What follows belongs to an exercise in optimizing a design on an open flow for small area; a production flow would make more cautious choices. Function was checked by simulation only, so behaviour that the tests miss may differ from the original. Power figures rest on the tool's default switching activity, not on a simulated workload.

==> run.sh <==
#!/bin/bash
# synth_recipe.tcl (not shown) runs the flow's synth.tcl, then flattens the netlist and writes it again
# the make line also repeats each setting of config.mk as NAME=value (left out here)
make -C /OpenROAD-flow-scripts/flow DESIGN_CONFIG=/design/flow/config.mk WORK_HOME=/design/flow/orfs CLKGATE_MAP_FILE= SYNTH_SCRIPT=/design/flow/synth_recipe.tcl finish
==> constraint.sdc <==
create_clock -name core_clock -period 20.0 [get_ports {clock}]
set_input_delay 4.0000 -clock core_clock [delete_from_list [all_inputs] [get_ports {clock}]]
set_output_delay 4.0000 -clock core_clock [all_outputs]
set_load 0.01 [all_outputs]
==> config.mk <==
export PLATFORM = sky130hd
export DESIGN_NAME = LT24Top
export DESIGN_NICKNAME = LT24Top
export VERILOG_FILES = /design/flow/design.v
export SDC_FILE = /design/flow/constraint.sdc
export NUM_CORES = 4
export LEC_CHECK = 0
export CAP_MARGIN = 20
export CORE_MARGIN = 2
export CORE_UTILIZATION = 40
export PLACE_DENSITY = 0.6
export SLEW_MARGIN = 20
==> design.v <==
module LT24Top (
    input              clock,
    input              globalReset,
    output             resetApp,
    output             LT24_WRn,
    output             LT24_RDn,
    output             LT24_CSn,
    output             LT24_RS,
    output             LT24_RESETn,
    output [     15:0] LT24_D,
    output             LT24_LCD_ON
);
assign LT24_RDn    = 1'b1;
assign LT24_CSn    = 1'b0;
assign LT24_LCD_ON = 1'b1;
reg [3:0] resetSync;
always @(posedge clock or posedge globalReset)
    if (globalReset) resetSync <= 4'hF;
    else             resetSync <= {resetSync[2:0], 1'b0};
wire reset = resetSync[3];
assign LT24_RESETn = ~reset;
reg [12:0] q;
reg        run;
always @(posedge clock or posedge reset)
    if (reset) begin
        q   <= 13'd3071;
        run <= 1'b0;
    end else begin
        q <= q + 13'd1;
        if (&q) run <= 1'b1;
    end
assign resetApp = reset | ~run;
wire [3:0] p = q[3:0];            
wire romPhase = (q[12:8] == 5'h1F);
reg [8:0] romWord;
always @(*) begin
    case (q[7:0])
        8'd51: romWord = 9'h0ef;
        8'd52: romWord = 9'h0ef;
        8'd53: romWord = 9'h103;
        8'd54: romWord = 9'h103;
        8'd55: romWord = 9'h180;
        8'd56: romWord = 9'h180;
        8'd57: romWord = 9'h102;
        8'd58: romWord = 9'h102;
        8'd59: romWord = 9'h0cf;
        8'd60: romWord = 9'h0cf;
        8'd61: romWord = 9'h100;
        8'd62: romWord = 9'h100;
        8'd63: romWord = 9'h181;
        8'd64: romWord = 9'h181;
        8'd65: romWord = 9'h1c0;
        8'd66: romWord = 9'h1c0;
        8'd67: romWord = 9'h0ed;
        8'd68: romWord = 9'h0ed;
        8'd69: romWord = 9'h164;
        8'd70: romWord = 9'h164;
        8'd71: romWord = 9'h103;
        8'd72: romWord = 9'h103;
        8'd73: romWord = 9'h112;
        8'd74: romWord = 9'h112;
        8'd75: romWord = 9'h181;
        8'd76: romWord = 9'h181;
        8'd77: romWord = 9'h0e8;
        8'd78: romWord = 9'h0e8;
        8'd79: romWord = 9'h185;
        8'd80: romWord = 9'h185;
        8'd81: romWord = 9'h101;
        8'd82: romWord = 9'h101;
        8'd83: romWord = 9'h178;
        8'd84: romWord = 9'h178;
        8'd85: romWord = 9'h0cb;
        8'd86: romWord = 9'h0cb;
        8'd87: romWord = 9'h139;
        8'd88: romWord = 9'h139;
        8'd89: romWord = 9'h12c;
        8'd90: romWord = 9'h12c;
        8'd91: romWord = 9'h100;
        8'd92: romWord = 9'h100;
        8'd93: romWord = 9'h134;
        8'd94: romWord = 9'h134;
        8'd95: romWord = 9'h102;
        8'd96: romWord = 9'h102;
        8'd97: romWord = 9'h0f7;
        8'd98: romWord = 9'h0f7;
        8'd99: romWord = 9'h120;
        8'd100: romWord = 9'h120;
        8'd101: romWord = 9'h0ea;
        8'd102: romWord = 9'h0ea;
        8'd103: romWord = 9'h100;
        8'd104: romWord = 9'h100;
        8'd105: romWord = 9'h100;
        8'd106: romWord = 9'h100;
        8'd107: romWord = 9'h0c0;
        8'd108: romWord = 9'h0c0;
        8'd109: romWord = 9'h123;
        8'd110: romWord = 9'h123;
        8'd111: romWord = 9'h0c1;
        8'd112: romWord = 9'h0c1;
        8'd113: romWord = 9'h110;
        8'd114: romWord = 9'h110;
        8'd115: romWord = 9'h0c5;
        8'd116: romWord = 9'h0c5;
        8'd117: romWord = 9'h13e;
        8'd118: romWord = 9'h13e;
        8'd119: romWord = 9'h128;
        8'd120: romWord = 9'h128;
        8'd121: romWord = 9'h0c7;
        8'd122: romWord = 9'h0c7;
        8'd123: romWord = 9'h186;
        8'd124: romWord = 9'h186;
        8'd125: romWord = 9'h036;
        8'd126: romWord = 9'h036;
        8'd127: romWord = 9'h148;
        8'd128: romWord = 9'h148;
        8'd129: romWord = 9'h03a;
        8'd130: romWord = 9'h03a;
        8'd131: romWord = 9'h155;
        8'd132: romWord = 9'h155;
        8'd133: romWord = 9'h0b1;
        8'd134: romWord = 9'h0b1;
        8'd135: romWord = 9'h100;
        8'd136: romWord = 9'h100;
        8'd137: romWord = 9'h11b;
        8'd138: romWord = 9'h11b;
        8'd139: romWord = 9'h0b6;
        8'd140: romWord = 9'h0b6;
        8'd141: romWord = 9'h108;
        8'd142: romWord = 9'h108;
        8'd143: romWord = 9'h182;
        8'd144: romWord = 9'h182;
        8'd145: romWord = 9'h127;
        8'd146: romWord = 9'h127;
        8'd147: romWord = 9'h0f2;
        8'd148: romWord = 9'h0f2;
        8'd149: romWord = 9'h100;
        8'd150: romWord = 9'h100;
        8'd151: romWord = 9'h026;
        8'd152: romWord = 9'h026;
        8'd153: romWord = 9'h101;
        8'd154: romWord = 9'h101;
        8'd155: romWord = 9'h0e0;
        8'd156: romWord = 9'h0e0;
        8'd157: romWord = 9'h10f;
        8'd158: romWord = 9'h10f;
        8'd159: romWord = 9'h131;
        8'd160: romWord = 9'h131;
        8'd161: romWord = 9'h12b;
        8'd162: romWord = 9'h12b;
        8'd163: romWord = 9'h10c;
        8'd164: romWord = 9'h10c;
        8'd165: romWord = 9'h10e;
        8'd166: romWord = 9'h10e;
        8'd167: romWord = 9'h108;
        8'd168: romWord = 9'h108;
        8'd169: romWord = 9'h14e;
        8'd170: romWord = 9'h14e;
        8'd171: romWord = 9'h1f1;
        8'd172: romWord = 9'h1f1;
        8'd173: romWord = 9'h137;
        8'd174: romWord = 9'h137;
        8'd175: romWord = 9'h107;
        8'd176: romWord = 9'h107;
        8'd177: romWord = 9'h110;
        8'd178: romWord = 9'h110;
        8'd179: romWord = 9'h103;
        8'd180: romWord = 9'h103;
        8'd181: romWord = 9'h10e;
        8'd182: romWord = 9'h10e;
        8'd183: romWord = 9'h109;
        8'd184: romWord = 9'h109;
        8'd185: romWord = 9'h100;
        8'd186: romWord = 9'h100;
        8'd187: romWord = 9'h0e1;
        8'd188: romWord = 9'h0e1;
        8'd189: romWord = 9'h100;
        8'd190: romWord = 9'h100;
        8'd191: romWord = 9'h10e;
        8'd192: romWord = 9'h10e;
        8'd193: romWord = 9'h114;
        8'd194: romWord = 9'h114;
        8'd195: romWord = 9'h103;
        8'd196: romWord = 9'h103;
        8'd197: romWord = 9'h111;
        8'd198: romWord = 9'h111;
        8'd199: romWord = 9'h107;
        8'd200: romWord = 9'h107;
        8'd201: romWord = 9'h131;
        8'd202: romWord = 9'h131;
        8'd203: romWord = 9'h1c1;
        8'd204: romWord = 9'h1c1;
        8'd205: romWord = 9'h148;
        8'd206: romWord = 9'h148;
        8'd207: romWord = 9'h108;
        8'd208: romWord = 9'h108;
        8'd209: romWord = 9'h10f;
        8'd210: romWord = 9'h10f;
        8'd211: romWord = 9'h10c;
        8'd212: romWord = 9'h10c;
        8'd213: romWord = 9'h131;
        8'd214: romWord = 9'h131;
        8'd215: romWord = 9'h136;
        8'd216: romWord = 9'h136;
        8'd217: romWord = 9'h10f;
        8'd218: romWord = 9'h10f;
        8'd219: romWord = 9'h0b1;
        8'd220: romWord = 9'h0b1;
        8'd221: romWord = 9'h100;
        8'd222: romWord = 9'h100;
        8'd223: romWord = 9'h101;
        8'd224: romWord = 9'h101;
        8'd225: romWord = 9'h0f6;
        8'd226: romWord = 9'h0f6;
        8'd227: romWord = 9'h101;
        8'd228: romWord = 9'h101;
        8'd229: romWord = 9'h110;
        8'd230: romWord = 9'h110;
        8'd231: romWord = 9'h100;
        8'd232: romWord = 9'h100;
        8'd233: romWord = 9'h011;
        8'd234: romWord = 9'h011;
        8'd235: romWord = 9'h02a;
        8'd236: romWord = 9'h02a;
        8'd237: romWord = 9'h100;
        8'd238: romWord = 9'h100;
        8'd239: romWord = 9'h100;
        8'd240: romWord = 9'h100;
        8'd241: romWord = 9'h100;
        8'd242: romWord = 9'h100;
        8'd243: romWord = 9'h1ef;
        8'd244: romWord = 9'h1ef;
        8'd245: romWord = 9'h02b;
        8'd246: romWord = 9'h02b;
        8'd247: romWord = 9'h100;
        8'd248: romWord = 9'h100;
        8'd249: romWord = 9'h100;
        8'd250: romWord = 9'h100;
        8'd251: romWord = 9'h101;
        8'd252: romWord = 9'h101;
        8'd253: romWord = 9'h13f;
        8'd254: romWord = 9'h13f;
        8'd255: romWord = 9'h029;
        default: romWord = 9'h100;
    endcase
end
reg [7:0] xAddr;
reg [8:0] yAddr;
reg [4:0] xTrack;    
reg [4:0] yTrack;    
reg [3:0] colourCode;
wire pixStep = run & (p == 4'd15);
always @(posedge clock or posedge resetApp)
    if (resetApp) begin
        xAddr <= 8'd0; yAddr <= 9'd0; xTrack <= 5'd0; yTrack <= 5'd0;
    end else if (pixStep) begin
        if (xAddr != 8'd239) begin
            xAddr  <= xAddr + 8'd1;
            xTrack <= (xTrack >= 5'd18) ? 5'd0 : xTrack + 5'd1;
        end else begin
            xAddr  <= 8'd0;
            xTrack <= 5'd0;
            yAddr  <= (yAddr == 9'd319) ? 9'd0 : yAddr + 9'd1;
            yTrack <= ((yTrack >= 5'd18) || (yAddr == 9'd0)) ? 5'd0 : yTrack + 5'd1;
        end
    end
reg [18:0] lc;
reg [2:0]  ls;
always @(posedge clock or posedge resetApp)
    if (resetApp) begin
        lc <= 19'd286705;
        ls <= 3'd0;
    end else if (lc == 19'd286720) begin
        lc <= 19'd0;
        case (ls)
            3'd0: ls <= 3'd1;
            3'd1: ls <= 3'd3;
            3'd2: ls <= 3'd3;
            3'd3: ls <= 3'd4;
            3'd4: ls <= 3'd5;
            3'd5: ls <= 3'd6;
            3'd6: ls <= 3'd7;
            3'd7: ls <= 3'd2;
        endcase
    end else begin
        lc <= lc + 19'd1;
    end
wire lGreen = (lc >= 19'd81920) && (lc < 19'd204800);
wire lSeen  = (lc >= 19'd81920);
wire go_z1L = (ls==3'd4);
wire bp_z1L = (ls==3'd0)|(ls==3'd1)|(ls==3'd5);
wire b_z1L = lSeen ? go_z1L : bp_z1L;
wire [3:0] lc_z1L = go_z1L ? (lGreen ? 4'd9 : 4'd8) : 4'd7;
wire go_z1C = (ls==3'd3);
wire bp_z1C = (ls==3'd4);
wire b_z1C = lSeen ? go_z1C : bp_z1C;
wire [3:0] lc_z1C = go_z1C ? (lGreen ? 4'd9 : 4'd8) : 4'd7;
wire go_z1R = (ls==3'd0)|(ls==3'd4)|(ls==3'd5)|(ls==3'd6)|(ls==3'd7);
wire bp_z1R = (ls==3'd2)|(ls==3'd5)|(ls==3'd6)|(ls==3'd7);
wire b_z1R = lSeen ? go_z1R : bp_z1R;
wire [3:0] lc_z1R = go_z1R ? (lGreen ? 4'd9 : 4'd8) : 4'd7;
wire go_z1P = (ls==3'd1)|(ls==3'd2);
wire bp_z1P = (ls==3'd0)|(ls==3'd1)|(ls==3'd3);
wire b_z1P = lSeen ? go_z1P : bp_z1P;
wire [3:0] lc_z1P = go_z1P ? (lGreen ? 4'd9 : 4'd8) : 4'd7;
wire go_z2L = (ls==3'd0)|(ls==3'd5)|(ls==3'd7);
wire bp_z2L = (ls==3'd0)|(ls==3'd1)|(ls==3'd2)|(ls==3'd6);
wire b_z2L = lSeen ? go_z2L : bp_z2L;
wire [3:0] lc_z2L = go_z2L ? ((lGreen | (ls==3'd7) | (ls==3'd0)) ? 4'd9 : 4'd8) : 4'd7;
wire go_z2C = (ls==3'd4);
wire bp_z2C = (ls==3'd5);
wire b_z2C = lSeen ? go_z2C : bp_z2C;
wire [3:0] lc_z2C = go_z2C ? (lGreen ? 4'd9 : 4'd8) : 4'd7;
wire go_z2R = (ls==3'd0)|(ls==3'd1)|(ls==3'd2)|(ls==3'd5)|(ls==3'd6)|(ls==3'd7);
wire bp_z2R = (ls==3'd2)|(ls==3'd3)|(ls==3'd6)|(ls==3'd7);
wire b_z2R = lSeen ? go_z2R : bp_z2R;
wire [3:0] lc_z2R = go_z2R ? (lGreen ? 4'd9 : 4'd8) : 4'd7;
wire go_z2P = (ls==3'd3);
wire bp_z2P = (ls==3'd0)|(ls==3'd1)|(ls==3'd4);
wire b_z2P = lSeen ? go_z2P : bp_z2P;
wire [3:0] lc_z2P = go_z2P ? (lGreen ? 4'd9 : 4'd8) : 4'd7;
wire go_z3L = (ls==3'd1)|(ls==3'd2);
wire bp_z3L = (ls==3'd0)|(ls==3'd1)|(ls==3'd3);
wire b_z3L = lSeen ? go_z3L : bp_z3L;
wire [3:0] lc_z3L = go_z3L ? (lGreen ? 4'd9 : 4'd8) : 4'd7;
wire go_z3C = (ls==3'd3)|(ls==3'd5);
wire bp_z3C = (ls==3'd4)|(ls==3'd6);
wire b_z3C = lSeen ? go_z3C : bp_z3C;
wire [3:0] lc_z3C = go_z3C ? (lGreen ? 4'd9 : 4'd8) : 4'd7;
wire go_z3R = (ls==3'd1)|(ls==3'd2)|(ls==3'd3);
wire bp_z3R = (ls==3'd3)|(ls==3'd4);
wire b_z3R = lSeen ? go_z3R : bp_z3R;
wire [3:0] lc_z3R = go_z3R ? (lGreen ? 4'd9 : 4'd8) : 4'd7;
wire go_z3P = (ls==3'd4);
wire bp_z3P = (ls==3'd0)|(ls==3'd1)|(ls==3'd5);
wire b_z3P = lSeen ? go_z3P : bp_z3P;
wire [3:0] lc_z3P = go_z3P ? (lGreen ? 4'd9 : 4'd8) : 4'd7;
wire go_z4L = (ls==3'd0)|(ls==3'd6)|(ls==3'd7);
wire bp_z4L = (ls==3'd0)|(ls==3'd1)|(ls==3'd2)|(ls==3'd7);
wire b_z4L = lSeen ? go_z4L : bp_z4L;
wire [3:0] lc_z4L = go_z4L ? (lGreen ? 4'd9 : 4'd8) : 4'd7;
wire go_z4C = (ls==3'd0)|(ls==3'd1)|(ls==3'd2)|(ls==3'd6)|(ls==3'd7);
wire bp_z4C = (ls==3'd2)|(ls==3'd3)|(ls==3'd7);
wire b_z4C = lSeen ? go_z4C : bp_z4C;
wire [3:0] lc_z4C = go_z4C ? (lGreen ? 4'd9 : 4'd8) : 4'd7;
wire go_z4R = (ls==3'd3)|(ls==3'd4);
wire bp_z4R = (ls==3'd4)|(ls==3'd5);
wire b_z4R = lSeen ? go_z4R : bp_z4R;
wire [3:0] lc_z4R = go_z4R ? (lGreen ? 4'd9 : 4'd8) : 4'd7;
wire go_z4P = (ls==3'd5);
wire bp_z4P = (ls==3'd0)|(ls==3'd1)|(ls==3'd6);
wire b_z4P = lSeen ? go_z4P : bp_z4P;
wire [3:0] lc_z4P = go_z4P ? (lGreen ? 4'd9 : 4'd8) : 4'd7;
wire tick = run & (q[10:0] == 11'd1038);
wire par  = q[11];
reg [7:0] idx_z1L;
reg [2:0] u_z1L;
wire mv_z1L = (u_z1L == 3'd0) & ~((idx_z1L == 8'd46) & ~b_z1L);
always @(posedge clock or posedge resetApp)
    if (resetApp) begin idx_z1L <= 8'd0; u_z1L <= 3'd0; end
    else if (tick & par) begin
        if (mv_z1L) idx_z1L <= (idx_z1L == 8'd217) ? 8'd0 : idx_z1L + 8'd1;
        else u_z1L <= u_z1L + 3'd1;
    end
reg [7:0] idx_z1C;
reg [2:0] u_z1C;
wire mv_z1C = (u_z1C == 3'd0) & ~((idx_z1C == 8'd46) & ~b_z1C);
always @(posedge clock or posedge resetApp)
    if (resetApp) begin idx_z1C <= 8'd0; u_z1C <= 3'd0; end
    else if (tick & par) begin
        if (mv_z1C) idx_z1C <= (idx_z1C == 8'd233) ? 8'd0 : idx_z1C + 8'd1;
        else u_z1C <= u_z1C + 3'd1;
    end
reg [7:0] idx_z1R;
reg [2:0] u_z1R;
wire mv_z1R = (u_z1R == 3'd0) & ~((idx_z1R == 8'd46) & ~b_z1R);
always @(posedge clock or posedge resetApp)
    if (resetApp) begin idx_z1R <= 8'd0; u_z1R <= 3'd0; end
    else if (tick & par) begin
        if (mv_z1R) idx_z1R <= (idx_z1R == 8'd183) ? 8'd0 : idx_z1R + 8'd1;
        else u_z1R <= u_z1R + 3'd1;
    end
reg [7:0] idx_z2L;
reg [2:0] u_z2L;
wire mv_z2L = (u_z2L == 3'd0) & ~((idx_z2L == 8'd85) & ~b_z2L);
always @(posedge clock or posedge resetApp)
    if (resetApp) begin idx_z2L <= 8'd0; u_z2L <= 3'd0; end
    else if (tick & par) begin
        if (mv_z2L) idx_z2L <= (idx_z2L == 8'd216) ? 8'd0 : idx_z2L + 8'd1;
        else u_z2L <= u_z2L + 3'd1;
    end
reg [8:0] idx_z2C;
reg [2:0] u_z2C;
wire mv_z2C = (u_z2C == 3'd0) & ~((idx_z2C == 9'd85) & ~b_z2C);
always @(posedge clock or posedge resetApp)
    if (resetApp) begin idx_z2C <= 9'd0; u_z2C <= 3'd0; end
    else if (tick & par) begin
        if (mv_z2C) idx_z2C <= (idx_z2C == 9'd313) ? 9'd0 : idx_z2C + 9'd1;
        else u_z2C <= u_z2C + 3'd1;
    end
reg [7:0] idx_z2R;
reg [2:0] u_z2R;
wire mv_z2R = (u_z2R == 3'd0) & ~((idx_z2R == 8'd85) & ~b_z2R);
always @(posedge clock or posedge resetApp)
    if (resetApp) begin idx_z2R <= 8'd0; u_z2R <= 3'd0; end
    else if (tick & par) begin
        if (mv_z2R) idx_z2R <= (idx_z2R == 8'd182) ? 8'd0 : idx_z2R + 8'd1;
        else u_z2R <= u_z2R + 3'd1;
    end
reg [7:0] idx_z3L;
reg [2:0] u_z3L;
wire mv_z3L = (u_z3L == 3'd0) & ~((idx_z3L == 8'd45) & ~b_z3L);
always @(posedge clock or posedge resetApp)
    if (resetApp) begin idx_z3L <= 8'd0; u_z3L <= 3'd0; end
    else if (tick & par) begin
        if (mv_z3L) idx_z3L <= (idx_z3L == 8'd215) ? 8'd0 : idx_z3L + 8'd1;
        else u_z3L <= u_z3L + 3'd1;
    end
reg [7:0] idx_z3C;
reg [2:0] u_z3C;
wire mv_z3C = (u_z3C == 3'd0) & ~((idx_z3C == 8'd45) & ~b_z3C);
always @(posedge clock or posedge resetApp)
    if (resetApp) begin idx_z3C <= 8'd0; u_z3C <= 3'd0; end
    else if (tick & par) begin
        if (mv_z3C) idx_z3C <= (idx_z3C == 8'd233) ? 8'd0 : idx_z3C + 8'd1;
        else u_z3C <= u_z3C + 3'd1;
    end
reg [7:0] idx_z3R;
reg [2:0] u_z3R;
wire mv_z3R = (u_z3R == 3'd0) & ~((idx_z3R == 8'd45) & ~b_z3R);
always @(posedge clock or posedge resetApp)
    if (resetApp) begin idx_z3R <= 8'd0; u_z3R <= 3'd0; end
    else if (tick & par) begin
        if (mv_z3R) idx_z3R <= (idx_z3R == 8'd183) ? 8'd0 : idx_z3R + 8'd1;
        else u_z3R <= u_z3R + 3'd1;
    end
reg [7:0] idx_z4L;
reg [2:0] u_z4L;
wire mv_z4L = (u_z4L == 3'd0) & ~((idx_z4L == 8'd86) & ~b_z4L);
always @(posedge clock or posedge resetApp)
    if (resetApp) begin idx_z4L <= 8'd0; u_z4L <= 3'd0; end
    else if (tick & par) begin
        if (mv_z4L) idx_z4L <= (idx_z4L == 8'd216) ? 8'd0 : idx_z4L + 8'd1;
        else u_z4L <= u_z4L + 3'd1;
    end
reg [8:0] idx_z4C;
reg [2:0] u_z4C;
wire mv_z4C = (u_z4C == 3'd0) & ~((idx_z4C == 9'd86) & ~b_z4C);
always @(posedge clock or posedge resetApp)
    if (resetApp) begin idx_z4C <= 9'd0; u_z4C <= 3'd0; end
    else if (tick & par) begin
        if (mv_z4C) idx_z4C <= (idx_z4C == 9'd313) ? 9'd0 : idx_z4C + 9'd1;
        else u_z4C <= u_z4C + 3'd1;
    end
reg [7:0] idx_z4R;
reg [2:0] u_z4R;
wire mv_z4R = (u_z4R == 3'd0) & ~((idx_z4R == 8'd86) & ~b_z4R);
always @(posedge clock or posedge resetApp)
    if (resetApp) begin idx_z4R <= 8'd0; u_z4R <= 3'd0; end
    else if (tick & par) begin
        if (mv_z4R) idx_z4R <= (idx_z4R == 8'd184) ? 8'd0 : idx_z4R + 8'd1;
        else u_z4R <= u_z4R + 3'd1;
    end
wire hit_z1L = (((idx_z1L<=84)) && ((yAddr>=139)&&(yAddr<=149)) && (({2'b0,xAddr} + {2'b0,idx_z1L}) >= 228) && (({2'b0,xAddr} + {2'b0,idx_z1L}) <= 238)) ||
    ((idx_z1L==8'd85) && ((xAddr>=117)&&(xAddr<=127)) && ((yAddr>=148)&&(yAddr<=158))) ||
    ((idx_z1L==8'd86) && ((xAddr>=108)&&(xAddr<=118)) && ((yAddr>=157)&&(yAddr<=167))) ||
    (((idx_z1L>=87)&&(idx_z1L<=217)) && ((xAddr>=99)&&(xAddr<=109)) && ((({2'b0,yAddr} - {3'b0,idx_z1L}) >= 11'd97) && (({2'b0,yAddr} - {3'b0,idx_z1L}) <= 11'd107)));
wire hit_z1C = (((idx_z1C<=228)) && ((yAddr>=124)&&(yAddr<=134)) && (({2'b0,xAddr} + {2'b0,idx_z1C}) >= 228) && (({2'b0,xAddr} + {2'b0,idx_z1C}) <= 238));
wire hit_z1R = (((idx_z1R<=69)) && ((yAddr>=109)&&(yAddr<=119)) && (({2'b0,xAddr} + {2'b0,idx_z1R}) >= 228) && (({2'b0,xAddr} + {2'b0,idx_z1R}) <= 238)) ||
    (((idx_z1R>=70)&&(idx_z1R<=178)) && ((xAddr>=159)&&(xAddr<=169)) && (({1'b0,yAddr} + {2'b0,idx_z1R}) >= 178) && (({1'b0,yAddr} + {2'b0,idx_z1R}) <= 188));
wire hit_z2L = (((idx_z2L<=123)) && ((xAddr>=99)&&(xAddr<=109)) && ((({2'b0,yAddr} - {3'b0,idx_z2L}) >= 11'd1) && (({2'b0,yAddr} - {3'b0,idx_z2L}) <= 11'd11))) ||
    ((idx_z2L==8'd124) && ((xAddr>=108)&&(xAddr<=118)) && ((yAddr>=151)&&(yAddr<=161))) ||
    ((idx_z2L==8'd125) && ((xAddr>=117)&&(xAddr<=127)) && ((yAddr>=160)&&(yAddr<=170))) ||
    (((idx_z2L>=126)&&(idx_z2L<=216)) && ((yAddr>=169)&&(yAddr<=179)) && ((({3'b0,xAddr} - {3'b0,idx_z2L}) >= 11'd18) && (({3'b0,xAddr} - {3'b0,idx_z2L}) <= 11'd28)));
wire hit_z2C = (1'b1 && ((xAddr>=84)&&(xAddr<=94)) && ((({2'b0,yAddr} - {2'b0,idx_z2C}) >= 11'd1) && (({2'b0,yAddr} - {2'b0,idx_z2C}) <= 11'd11)));
wire hit_z2R = (((idx_z2R<=108)) && ((xAddr>=69)&&(xAddr<=79)) && ((({2'b0,yAddr} - {3'b0,idx_z2R}) >= 11'd1) && (({2'b0,yAddr} - {3'b0,idx_z2R}) <= 11'd11))) ||
    (((idx_z2R>=109)&&(idx_z2R<=177)) && ((yAddr>=109)&&(yAddr<=119)) && (({2'b0,xAddr} + {2'b0,idx_z2R}) >= 177) && (({2'b0,xAddr} + {2'b0,idx_z2R}) <= 187));
wire hit_z3L = (((idx_z3L<=83)) && ((yAddr>=169)&&(yAddr<=179)) && ((({3'b0,xAddr} - {3'b0,idx_z3L}) >= 11'd1) && (({3'b0,xAddr} - {3'b0,idx_z3L}) <= 11'd11))) ||
    ((idx_z3L==8'd84) && ((xAddr>=111)&&(xAddr<=121)) && ((yAddr>=160)&&(yAddr<=170))) ||
    ((idx_z3L==8'd85) && ((xAddr>=120)&&(xAddr<=130)) && ((yAddr>=151)&&(yAddr<=161))) ||
    (((idx_z3L>=86)&&(idx_z3L<=210)) && ((xAddr>=129)&&(xAddr<=139)) && (({1'b0,yAddr} + {2'b0,idx_z3L}) >= 210) && (({1'b0,yAddr} + {2'b0,idx_z3L}) <= 220));
wire hit_z3C = (1'b1 && ((yAddr>=184)&&(yAddr<=194)) && ((({3'b0,xAddr} - {3'b0,idx_z3C}) >= 11'd1) && (({3'b0,xAddr} - {3'b0,idx_z3C}) <= 11'd11)));
wire hit_z3R = (((idx_z3R<=68)) && ((yAddr>=199)&&(yAddr<=209)) && ((({3'b0,xAddr} - {3'b0,idx_z3R}) >= 11'd1) && (({3'b0,xAddr} - {3'b0,idx_z3R}) <= 11'd11))) ||
    (((idx_z3R>=69)&&(idx_z3R<=183)) && ((xAddr>=69)&&(xAddr<=79)) && ((({2'b0,yAddr} - {3'b0,idx_z3R}) >= 11'd131) && (({2'b0,yAddr} - {3'b0,idx_z3R}) <= 11'd141)));
wire hit_z4L = (((idx_z4L<=124)) && ((xAddr>=129)&&(xAddr<=139)) && (({1'b0,yAddr} + {2'b0,idx_z4L}) >= 308) && (({1'b0,yAddr} + {2'b0,idx_z4L}) <= 318)) ||
    ((idx_z4L==8'd125) && ((xAddr>=120)&&(xAddr<=130)) && ((yAddr>=157)&&(yAddr<=167))) ||
    ((idx_z4L==8'd126) && ((xAddr>=111)&&(xAddr<=121)) && ((yAddr>=148)&&(yAddr<=158))) ||
    (((idx_z4L>=127)&&(idx_z4L<=211)) && ((yAddr>=139)&&(yAddr<=149)) && (({2'b0,xAddr} + {2'b0,idx_z4L}) >= 211) && (({2'b0,xAddr} + {2'b0,idx_z4L}) <= 221));
wire hit_z4C = (((idx_z4C<=308)) && ((xAddr>=144)&&(xAddr<=154)) && (({1'b0,yAddr} + {1'b0,idx_z4C}) >= 308) && (({1'b0,yAddr} + {1'b0,idx_z4C}) <= 318));
wire hit_z4R = (((idx_z4R<=109)) && ((xAddr>=159)&&(xAddr<=169)) && (({1'b0,yAddr} + {2'b0,idx_z4R}) >= 308) && (({1'b0,yAddr} + {2'b0,idx_z4R}) <= 318)) ||
    (((idx_z4R>=110)&&(idx_z4R<=184)) && ((yAddr>=199)&&(yAddr<=209)) && ((({3'b0,xAddr} - {3'b0,idx_z4R}) >= 11'd50) && (({3'b0,xAddr} - {3'b0,idx_z4R}) <= 11'd60)));
wire ch_z1L = ((xAddr==189) && (yAddr==84)) ||
    (((xAddr>=186)&&(xAddr<=192)) && (yAddr==85)) ||
    (((xAddr>=185)&&(xAddr<=193)) && ((yAddr>=86)&&(yAddr<=88))) ||
    (((xAddr>=184)&&(xAddr<=194)) && (yAddr==89)) ||
    (((xAddr>=185)&&(xAddr<=193)) && ((yAddr>=90)&&(yAddr<=92))) ||
    (((xAddr>=186)&&(xAddr<=192)) && (yAddr==93)) ||
    ((xAddr==189) && (yAddr==94));
wire ch_z1C = ((xAddr==189) && (yAddr==74)) ||
    (((xAddr>=186)&&(xAddr<=192)) && (yAddr==75)) ||
    (((xAddr>=185)&&(xAddr<=193)) && ((yAddr>=76)&&(yAddr<=78))) ||
    (((xAddr>=184)&&(xAddr<=194)) && (yAddr==79)) ||
    (((xAddr>=185)&&(xAddr<=193)) && ((yAddr>=80)&&(yAddr<=82))) ||
    (((xAddr>=186)&&(xAddr<=192)) && (yAddr==83)) ||
    ((xAddr==189) && (yAddr==84));
wire ch_z1R = ((xAddr==189) && (yAddr==64)) ||
    (((xAddr>=186)&&(xAddr<=192)) && (yAddr==65)) ||
    (((xAddr>=185)&&(xAddr<=193)) && ((yAddr>=66)&&(yAddr<=68))) ||
    (((xAddr>=184)&&(xAddr<=194)) && (yAddr==69)) ||
    (((xAddr>=185)&&(xAddr<=193)) && ((yAddr>=70)&&(yAddr<=72))) ||
    (((xAddr>=186)&&(xAddr<=192)) && (yAddr==73)) ||
    ((xAddr==189) && (yAddr==74));
wire ch_z1P = ((xAddr==189) && (yAddr==54)) ||
    (((xAddr>=186)&&(xAddr<=192)) && (yAddr==55)) ||
    (((xAddr>=185)&&(xAddr<=193)) && ((yAddr>=56)&&(yAddr<=58))) ||
    (((xAddr>=184)&&(xAddr<=194)) && (yAddr==59)) ||
    (((xAddr>=185)&&(xAddr<=193)) && ((yAddr>=60)&&(yAddr<=62))) ||
    (((xAddr>=186)&&(xAddr<=192)) && (yAddr==63)) ||
    ((xAddr==189) && (yAddr==64));
wire ch_z2L = ((xAddr==49) && (yAddr==84)) ||
    (((xAddr>=46)&&(xAddr<=52)) && (yAddr==85)) ||
    (((xAddr>=45)&&(xAddr<=53)) && ((yAddr>=86)&&(yAddr<=88))) ||
    (((xAddr>=44)&&(xAddr<=54)) && (yAddr==89)) ||
    (((xAddr>=45)&&(xAddr<=53)) && ((yAddr>=90)&&(yAddr<=92))) ||
    (((xAddr>=46)&&(xAddr<=52)) && (yAddr==93)) ||
    ((xAddr==49) && (yAddr==94));
wire ch_z2C = ((xAddr==39) && (yAddr==84)) ||
    (((xAddr>=36)&&(xAddr<=42)) && (yAddr==85)) ||
    (((xAddr>=35)&&(xAddr<=43)) && ((yAddr>=86)&&(yAddr<=88))) ||
    (((xAddr>=34)&&(xAddr<=44)) && (yAddr==89)) ||
    (((xAddr>=35)&&(xAddr<=43)) && ((yAddr>=90)&&(yAddr<=92))) ||
    (((xAddr>=36)&&(xAddr<=42)) && (yAddr==93)) ||
    ((xAddr==39) && (yAddr==94));
wire ch_z2R = ((xAddr==29) && (yAddr==84)) ||
    (((xAddr>=26)&&(xAddr<=32)) && (yAddr==85)) ||
    (((xAddr>=25)&&(xAddr<=33)) && ((yAddr>=86)&&(yAddr<=88))) ||
    (((xAddr>=24)&&(xAddr<=34)) && (yAddr==89)) ||
    (((xAddr>=25)&&(xAddr<=33)) && ((yAddr>=90)&&(yAddr<=92))) ||
    (((xAddr>=26)&&(xAddr<=32)) && (yAddr==93)) ||
    ((xAddr==29) && (yAddr==94));
wire ch_z2P = ((xAddr==19) && (yAddr==84)) ||
    (((xAddr>=16)&&(xAddr<=22)) && (yAddr==85)) ||
    (((xAddr>=15)&&(xAddr<=23)) && ((yAddr>=86)&&(yAddr<=88))) ||
    (((xAddr>=14)&&(xAddr<=24)) && (yAddr==89)) ||
    (((xAddr>=15)&&(xAddr<=23)) && ((yAddr>=90)&&(yAddr<=92))) ||
    (((xAddr>=16)&&(xAddr<=22)) && (yAddr==93)) ||
    ((xAddr==19) && (yAddr==94));
wire ch_z3L = ((xAddr==50) && (yAddr==224)) ||
    (((xAddr>=47)&&(xAddr<=53)) && (yAddr==225)) ||
    (((xAddr>=46)&&(xAddr<=54)) && ((yAddr>=226)&&(yAddr<=228))) ||
    (((xAddr>=45)&&(xAddr<=55)) && (yAddr==229)) ||
    (((xAddr>=46)&&(xAddr<=54)) && ((yAddr>=230)&&(yAddr<=232))) ||
    (((xAddr>=47)&&(xAddr<=53)) && (yAddr==233)) ||
    ((xAddr==50) && (yAddr==234));
wire ch_z3C = ((xAddr==50) && (yAddr==234)) ||
    (((xAddr>=47)&&(xAddr<=53)) && (yAddr==235)) ||
    (((xAddr>=46)&&(xAddr<=54)) && ((yAddr>=236)&&(yAddr<=238))) ||
    (((xAddr>=45)&&(xAddr<=55)) && (yAddr==239)) ||
    (((xAddr>=46)&&(xAddr<=54)) && ((yAddr>=240)&&(yAddr<=242))) ||
    (((xAddr>=47)&&(xAddr<=53)) && (yAddr==243)) ||
    ((xAddr==50) && (yAddr==244));
wire ch_z3R = ((xAddr==50) && (yAddr==244)) ||
    (((xAddr>=47)&&(xAddr<=53)) && (yAddr==245)) ||
    (((xAddr>=46)&&(xAddr<=54)) && ((yAddr>=246)&&(yAddr<=248))) ||
    (((xAddr>=45)&&(xAddr<=55)) && (yAddr==249)) ||
    (((xAddr>=46)&&(xAddr<=54)) && ((yAddr>=250)&&(yAddr<=252))) ||
    (((xAddr>=47)&&(xAddr<=53)) && (yAddr==253)) ||
    ((xAddr==50) && (yAddr==254));
wire ch_z3P = (((xAddr>=46)&&(xAddr<=54)) && ((yAddr>=256)&&(yAddr<=258))) ||
    (((xAddr>=45)&&(xAddr<=55)) && (yAddr==259)) ||
    (((xAddr>=46)&&(xAddr<=54)) && ((yAddr>=260)&&(yAddr<=262))) ||
    (((xAddr>=47)&&(xAddr<=53)) && (yAddr==263)) ||
    ((xAddr==50) && (yAddr==264));
wire ch_z4L = ((xAddr==189) && (yAddr==224)) ||
    (((xAddr>=186)&&(xAddr<=192)) && (yAddr==225)) ||
    (((xAddr>=185)&&(xAddr<=193)) && ((yAddr>=226)&&(yAddr<=228))) ||
    (((xAddr>=184)&&(xAddr<=194)) && (yAddr==229)) ||
    (((xAddr>=185)&&(xAddr<=193)) && ((yAddr>=230)&&(yAddr<=232))) ||
    (((xAddr>=186)&&(xAddr<=192)) && (yAddr==233)) ||
    ((xAddr==189) && (yAddr==234));
wire ch_z4C = ((xAddr==199) && (yAddr==224)) ||
    (((xAddr>=196)&&(xAddr<=202)) && (yAddr==225)) ||
    (((xAddr>=195)&&(xAddr<=203)) && ((yAddr>=226)&&(yAddr<=228))) ||
    (((xAddr>=194)&&(xAddr<=204)) && (yAddr==229)) ||
    (((xAddr>=195)&&(xAddr<=203)) && ((yAddr>=230)&&(yAddr<=232))) ||
    (((xAddr>=196)&&(xAddr<=202)) && (yAddr==233)) ||
    ((xAddr==199) && (yAddr==234));
wire ch_z4R = ((xAddr==209) && (yAddr==224)) ||
    (((xAddr>=206)&&(xAddr<=212)) && (yAddr==225)) ||
    (((xAddr>=205)&&(xAddr<=213)) && ((yAddr>=226)&&(yAddr<=228))) ||
    (((xAddr>=204)&&(xAddr<=214)) && (yAddr==229)) ||
    (((xAddr>=205)&&(xAddr<=213)) && ((yAddr>=230)&&(yAddr<=232))) ||
    (((xAddr>=206)&&(xAddr<=212)) && (yAddr==233)) ||
    ((xAddr==209) && (yAddr==234));
wire ch_z4P = ((xAddr==219) && (yAddr==224)) ||
    (((xAddr>=216)&&(xAddr<=222)) && (yAddr==225)) ||
    (((xAddr>=215)&&(xAddr<=223)) && ((yAddr>=226)&&(yAddr<=228))) ||
    (((xAddr>=214)&&(xAddr<=224)) && (yAddr==229)) ||
    (((xAddr>=215)&&(xAddr<=223)) && ((yAddr>=230)&&(yAddr<=232))) ||
    (((xAddr>=216)&&(xAddr<=222)) && (yAddr==233)) ||
    ((xAddr==219) && (yAddr==234));
wire grass = ((xAddr <= 8'd59) || (xAddr >= 8'd179)) && ((yAddr <= 9'd99) || (yAddr >= 9'd219));
wire xDash = (xTrack <= 5'd9);
wire yDash = (yTrack <= 5'd9);
reg [3:0] code;
always @(*) begin
    code = grass ? 4'd1 : 4'd0;
    if ((xAddr == 8'd119) && yDash) code = 4'd2;
    else if ((yAddr == 9'd159) && xDash) code = 4'd2;
    if (b_z1P && (yAddr >= 9'd99) && (yAddr <= 9'd159) && (xAddr == 8'd179) && yDash) code = 4'd3;
    if (b_z2P && (xAddr <= 8'd179) && (xAddr >= 8'd119) && (yAddr == 9'd99) && xDash) code = 4'd3;
    if (b_z3P && (yAddr >= 9'd99) && (yAddr <= 9'd159) && (xAddr == 8'd59) && yDash) code = 4'd3;
    if (b_z4P && (xAddr >= 8'd59) && (xAddr <= 8'd119) && (yAddr == 9'd219) && xDash) code = 4'd3;
    if (hit_z1L) code = 4'd4;
    if (hit_z1C) code = 4'd5;
    if (hit_z1R) code = 4'd6;
    if (hit_z2L) code = 4'd5;
    if (hit_z2C) code = 4'd4;
    if (hit_z2R) code = 4'd6;
    if (hit_z3L) code = 4'd5;
    if (hit_z3C) code = 4'd6;
    if (hit_z3R) code = 4'd4;
    if (hit_z4L) code = 4'd6;
    if (hit_z4C) code = 4'd4;
    if (hit_z4R) code = 4'd5;
    if (ch_z1L) code = lc_z1L;
    if (ch_z1C) code = lc_z1C;
    if (ch_z1R) code = lc_z1R;
    if (ch_z1P) code = lc_z1P;
    if (ch_z2L) code = lc_z2L;
    if (ch_z2C) code = lc_z2C;
    if (ch_z2R) code = lc_z2R;
    if (ch_z2P) code = lc_z2P;
    if (ch_z3L) code = lc_z3L;
    if (ch_z3C) code = lc_z3C;
    if (ch_z3R) code = lc_z3R;
    if (ch_z3P) code = lc_z3P;
    if (ch_z4L) code = lc_z4L;
    if (ch_z4C) code = lc_z4C;
    if (ch_z4R) code = lc_z4R;
    if (ch_z4P) code = lc_z4P;
    if ((xAddr == 8'd0) && (yAddr == 9'd0) && (yTrack == 5'd0)) code = 4'd0;
end
always @(posedge clock or posedge resetApp)
    if (resetApp) colourCode <= 4'd10;
    else if (run & (p == 4'd14)) colourCode <= code;
reg [16:0] colourWord;  
always @(*) begin
    case (colourCode)
        4'd0: colourWord = 17'h10000;
        4'd1: colourWord = 17'h18400;
        4'd2: colourWord = 17'h1ffff;
        4'd3: colourWord = 17'h187f0;
        4'd4: colourWord = 17'h1fc08;
        4'd5: colourWord = 17'h1001f;
        4'd6: colourWord = 17'h187ff;
        4'd7: colourWord = 17'h1f800;
        4'd8: colourWord = 17'h1ffe0;
        4'd9: colourWord = 17'h187e0;
        4'd10: colourWord = 17'h00029;
        default: colourWord = 17'h10000;
    endcase
end
reg [16:0] busWord;  
always @(*) begin
    if (run) begin
        case (p)
            4'd1, 4'd2:   busWord = 17'h0002A;
            4'd3, 4'd4:   busWord = 17'h10000;
            4'd5, 4'd6:   busWord = {9'h100, xAddr};
            4'd7, 4'd8:   busWord = 17'h0002B;
            4'd9, 4'd10:  busWord = {16'h8000, yAddr[8]};
            4'd11, 4'd12: busWord = {9'h100, yAddr[7:0]};
            4'd13, 4'd14: busWord = 17'h0002C;
            default:      busWord = colourWord;
        endcase
    end else if (romPhase) begin
        busWord = {romWord[8], 8'h00, romWord[7:0]};
    end else begin
        busWord = 17'h10000;
    end
end
assign LT24_RS  = busWord[16];
assign LT24_D   = busWord[15:0];
assign LT24_WRn = (run | (romPhase & (q[7:0] >= 8'h33))) & ~q[0];
endmodule
==> qor_table.md <==
| Result | Value |
|---|---|
| Total die area | 0.0628 mm² |
| Floorplan die height | 251 µm |
| Root Buffer Master | sky130_fd_sc_hd__clkbuf_16 |
| Initial antenna violation count | 2 |
| Iter 0 DRT Violations | 2361 |
| Setup clock skew after layout | 0.0350 ns |
| Ports | 25 |
| Classification of the worst-slack hold path | register to asynchronous set/reset pin |
| Pre-CTS setup slack | 11.60 ns |
| Pin count of the biggest net entering global routing | 126 |
| Power density of the placed cells | 35.9 mW/mm² |
| Highest Clock Rate | 109 MHz |
| Flip-flop and latch area | 0.00518 mm² |
| GRT Total Usage | 0.274 |
| CTS Buffer Depth | 3 |
| Number of DRC violations after detailed routing | 0 |
| Level count of the clock H-tree | 1 |
| Asr flop ratio synth | 1.00 |
| Wire length reported by the detailed router | 88.7 mm |
| Die boundary width | 251 µm |
| Post-synth EDFFs | 0 |
| DRT Pass-1 Iters | 7 |
| Crit Path Class | register to primary output |
| Sink count of the clock tree | 205 |
| Initial cell density of the core | 0.404 |
| Reg2reg path depth | 8 |
| Proportion of layout cells with a drive suffix above 1 | 0.0611 |
| Finish-stage setup viols | 0 |
| Most frequent standard cell in the layout excluding fill and tap cells | sky130_fd_sc_hd__nand2_1 |
| Clock transition at the registers of the reported paths | 0.06 ns |
| Area taken by multi-input logic gates | 0.0178 mm² |
| Post-CTS resize count | 0 |
| Pin slew with the least headroom to its limit | 1.08 ns |
| Max-Slew Margin vs Limit | 0.262 |
| P_leak | 10.6 nW |
| Cell accounting for the most synthesized area | sky130_fd_sc_hd__dfrtp_1 |
| Wire length of the first global-routing pass | 137 mm |
| Final cell count without fillers | 3892 |
| Worst endpoint required time | 16.00 ns |
| Fill cell instance count of the final layout | 6068 |
| Final period demand of the worst path | 9.18 ns |
| Met3 track demand over resource in global routing | 0.0448 |
| Number of port buffers | 21 |
| Clock tree from TritonCTS | done |
| Number of clock buffers inserted by TritonCTS | 27 |
| Sequential cell area fraction in the yosys report | 0.212 |
| Worst path setup slack after routing | 10.82 ns |
| WP data arrival | 5.18 ns |
| Nets | 3379 |
| Max Cap Viol | 0 |
| Unrepaired setup endpoints after global routing | no |
| Worst hold margin | 0.324 ns |
| Vias in the first global route | 23.5k |
| Count of state elements after synthesis | 205 |
| Leading cell types by total area after synthesis | sky130_fd_sc_hd__dfrtp_1, sky130_fd_sc_hd__ha_1, sky130_fd_sc_hd__o21ai_0 |
| Met2 capacity usage during global routing | 0.441 |
| Via count of the routed design | 24.8k |
| Vias per cell | 6.37 |
| Share of the clock period used by the worst path after layout | 0.459 |
| Synth-to-layout area growth | 7.44% |
| Worst reg-to-reg setup slack | 14.67 ns |
| Hold buffer count at cts | 0 |
| GR Util met1 | 0.362 |
| Worst Setup End Kind | primary output |
| Distinct cell type count of the synthesized netlist | 96 |
| Avg WL per Cell | 22.8 µm |
| Share of the synthesized area in the top cell type | 0.181 |
| Run status | no timing/DRC/antenna violations |
| Top library cells by usage in the layout, fill and taps aside | sky130_fd_sc_hd__nand2_1, sky130_fd_sc_hd__ha_1, sky130_fd_sc_hd__nor2_1, sky130_fd_sc_hd__o21ai_0, sky130_fd_sc_hd__a21oi_1 |
| Placer congestion estimate | 0.995 |
| Post-synthesis instance area | 0.0243 mm² |
| Most used routing layer in global routing | met2 |
| Hold Fails Final Rpt | 0 |
| Most used flip-flop cell after synthesis | sky130_fd_sc_hd__dfrtp_1 |
| Post-Place Cell Area | 0.0252 mm² |
| Number of rows created at floorplan | 90 |
| Detail Placement HPWL | 64.1 mm |
| Synthesized instance count | 3154 |
| Clock network latency to the later pin of the worst-skew pair | 0.60 ns |
| Count of placed standard cells including taps | 3840 |
| Total negative slack for setup checks | 0 ns |
| Synth Warn # | 1 |
| Global route overflow | 0 |
| Count of nets left with antenna violations after detail routing | 0 |
| Final Cell Area | 0.0261 mm² |
| Setup fix buffers added after clock tree synthesis | 0 |
| Max IR drop VDD | 0.0643 mV |
| Mean cell area of the mapped netlist | 7.71 µm² |
| CP Launch Type | register |
| Area inside the core boundary | 0.0602 mm² |
| Top fanout value on the critical path | 39 |
| Max-slew violation count | 0 |
sequential cells by signal, summed over array words and instances, names as in the netlist, 5 cells and up:
name     flops
lc          19
idx_z1R      8
idx_z4L      8
idx_z2C      9
idx_z4R      8
yTrack       5
idx_z3L      8
q           13
idx_z2L      8
idx_z1C      8
xTrack       5
yAddr        9
idx_z3R      8
idx_z4C      9
idx_z2R      8
xAddr        8
idx_z1L      8
idx_z3C      8
cell usage after synthesis (14+ instances only):
cell / count
sky130_fd_sc_hd__clkbuf_1: 102
sky130_fd_sc_hd__a21o_1: 44
sky130_fd_sc_hd__buf_4: 14
sky130_fd_sc_hd__or4_1: 22
sky130_fd_sc_hd__nand4_1: 71
sky130_fd_sc_hd__a31oi_1: 50
sky130_fd_sc_hd__dfstp_2: 29
sky130_fd_sc_hd__nand2b_1: 60
sky130_fd_sc_hd__a311oi_1: 14
sky130_fd_sc_hd__o21bai_1: 18
sky130_fd_sc_hd__mux2_2: 15
sky130_fd_sc_hd__a2111oi_0: 19
sky130_fd_sc_hd__o211ai_1: 27
sky130_fd_sc_hd__nor3b_1: 24
sky130_fd_sc_hd__o21ai_0: 235
sky130_fd_sc_hd__nor4b_1: 17
sky130_fd_sc_hd__nand3_1: 123
sky130_fd_sc_hd__or2_2: 17
sky130_fd_sc_hd__and3_1: 29
sky130_fd_sc_hd__xnor2_1: 101
sky130_fd_sc_hd__inv_1: 193
sky130_fd_sc_hd__nand2_1: 284
sky130_fd_sc_hd__o31ai_1: 39
sky130_fd_sc_hd__fa_1: 20
sky130_fd_sc_hd__nor2b_1: 52
sky130_fd_sc_hd__or3_1: 36
sky130_fd_sc_hd__buf_2: 22
sky130_fd_sc_hd__dfrtp_1: 176
sky130_fd_sc_hd__o22ai_1: 23
sky130_fd_sc_hd__nor4_1: 37
sky130_fd_sc_hd__buf_1: 15
sky130_fd_sc_hd__nand3b_1: 19
sky130_fd_sc_hd__a211oi_1: 28
sky130_fd_sc_hd__xor2_1: 41
sky130_fd_sc_hd__nor3_1: 90
sky130_fd_sc_hd__nor2_1: 241
sky130_fd_sc_hd__mux2i_1: 23
sky130_fd_sc_hd__a21oi_1: 231
sky130_fd_sc_hd__ha_1: 269
sky130_fd_sc_hd__and2_1: 22
report_power, final:
part            total (W)  internal, W  switching, W
Combinational  0.00000191  0.000000501    0.00000140
Clock            0.000521     0.000314      0.000207
Sequential       0.000416     0.000416   0.000000212
layer usage:
layer	wire length (µm)	vias up
li1	-	11500
met5	13	-
met2	39800	1037
met3	6540	220
met1	38000	12000
met4	4310	2
cell type report:
cell class / count / area share
Tap cell: 782 / 0.0375
Multi-Input combinational cell: 2599 / 0.681
Clock inverter: 13 / 0.00680
Inverter: 197 / 0.0283
Timing Repair Buffer: 58 / 0.0191
Clock buffer: 37 / 0.0288
Antenna cell: 1 / 0.0000958
Sequential cell: 205 / 0.198
logic make-up (layout without fill, tap and decap cells):
group           after synthesis  count (layout)  synth area share
simple gates               1211            1211             0.261
compound gates              912             912             0.243
buf+inv                     352             305            0.0583
fa+ha+maj                   290             290             0.155
flops                       205             205             0.212
xor+xnor                    142             142            0.0512
mux                          40              40            0.0183
other cells                   2               5          0.000309
metrics by stage:
| step | total power [W] | util |
|---|---|---|
| floorplan | 0.000425 | - |
| global placement | 0.000425 | 0.418 |
| detailed placement | 0.000425 | 0.418 |
| CTS | 0.000956 | 0.433 |
| global route | 0.000969 | 0.434 |
| finish | 0.000939 | 0.434 |
worst max-delay path, stage by stage, from the launching register on:
cell,delay [ns]
sky130_fd_sc_hd__dfstp_2,1.03
sky130_fd_sc_hd__clkinv_1,0.77
sky130_fd_sc_hd__nand2_1,0.51
sky130_fd_sc_hd__nand2_1,0.27
sky130_fd_sc_hd__a21oi_1,0.49
sky130_fd_sc_hd__nand2_1,0.25
sky130_fd_sc_hd__a211oi_1,0.31
sky130_fd_sc_hd__a221oi_1,0.10
sky130_fd_sc_hd__o22ai_1,0.25
sky130_fd_sc_hd__clkdlybuf4s50_1,0.59
path summary, 6_finish.rpt:
path | from | endpoint
worst max-delay path | q[2] | LT24_D[4]
worst min-delay path | resetSync[3] | run
worst max register to register | q[2] | idx_z1R[5]
worst min register to register | resetSync[3] | run
max in group asynchronous | globalReset | resetSync[1]
min in group core_clock | resetSync[0] | resetSync[1]

## separate check: timing with driven ports
How much do the figures lean on ideal ports? The routed layout below was timed once more, with nothing changed but the port constraints.
Step 1: set_driving_cell puts a clkbuf_16 on clock and a buf_2 on each other input, an assumption about the parent block.
Step 2, shift: input delay + t, output delay - t, t = (earliest + latest rising clock arrival at the registers) / 2. This alone moves slack from input paths to output paths.
Three values: ideal ports, drivers, drivers and shift; two values: the first two.
t, ns: 0.643
setup slack, ns: 10.825 / 10.762 / 11.404
worst setup path at the end: register to output
After both steps setup and hold are still met in this run. The setup slack of this run moves by -0.063 ns with the drivers and by +0.579 ns with both steps.
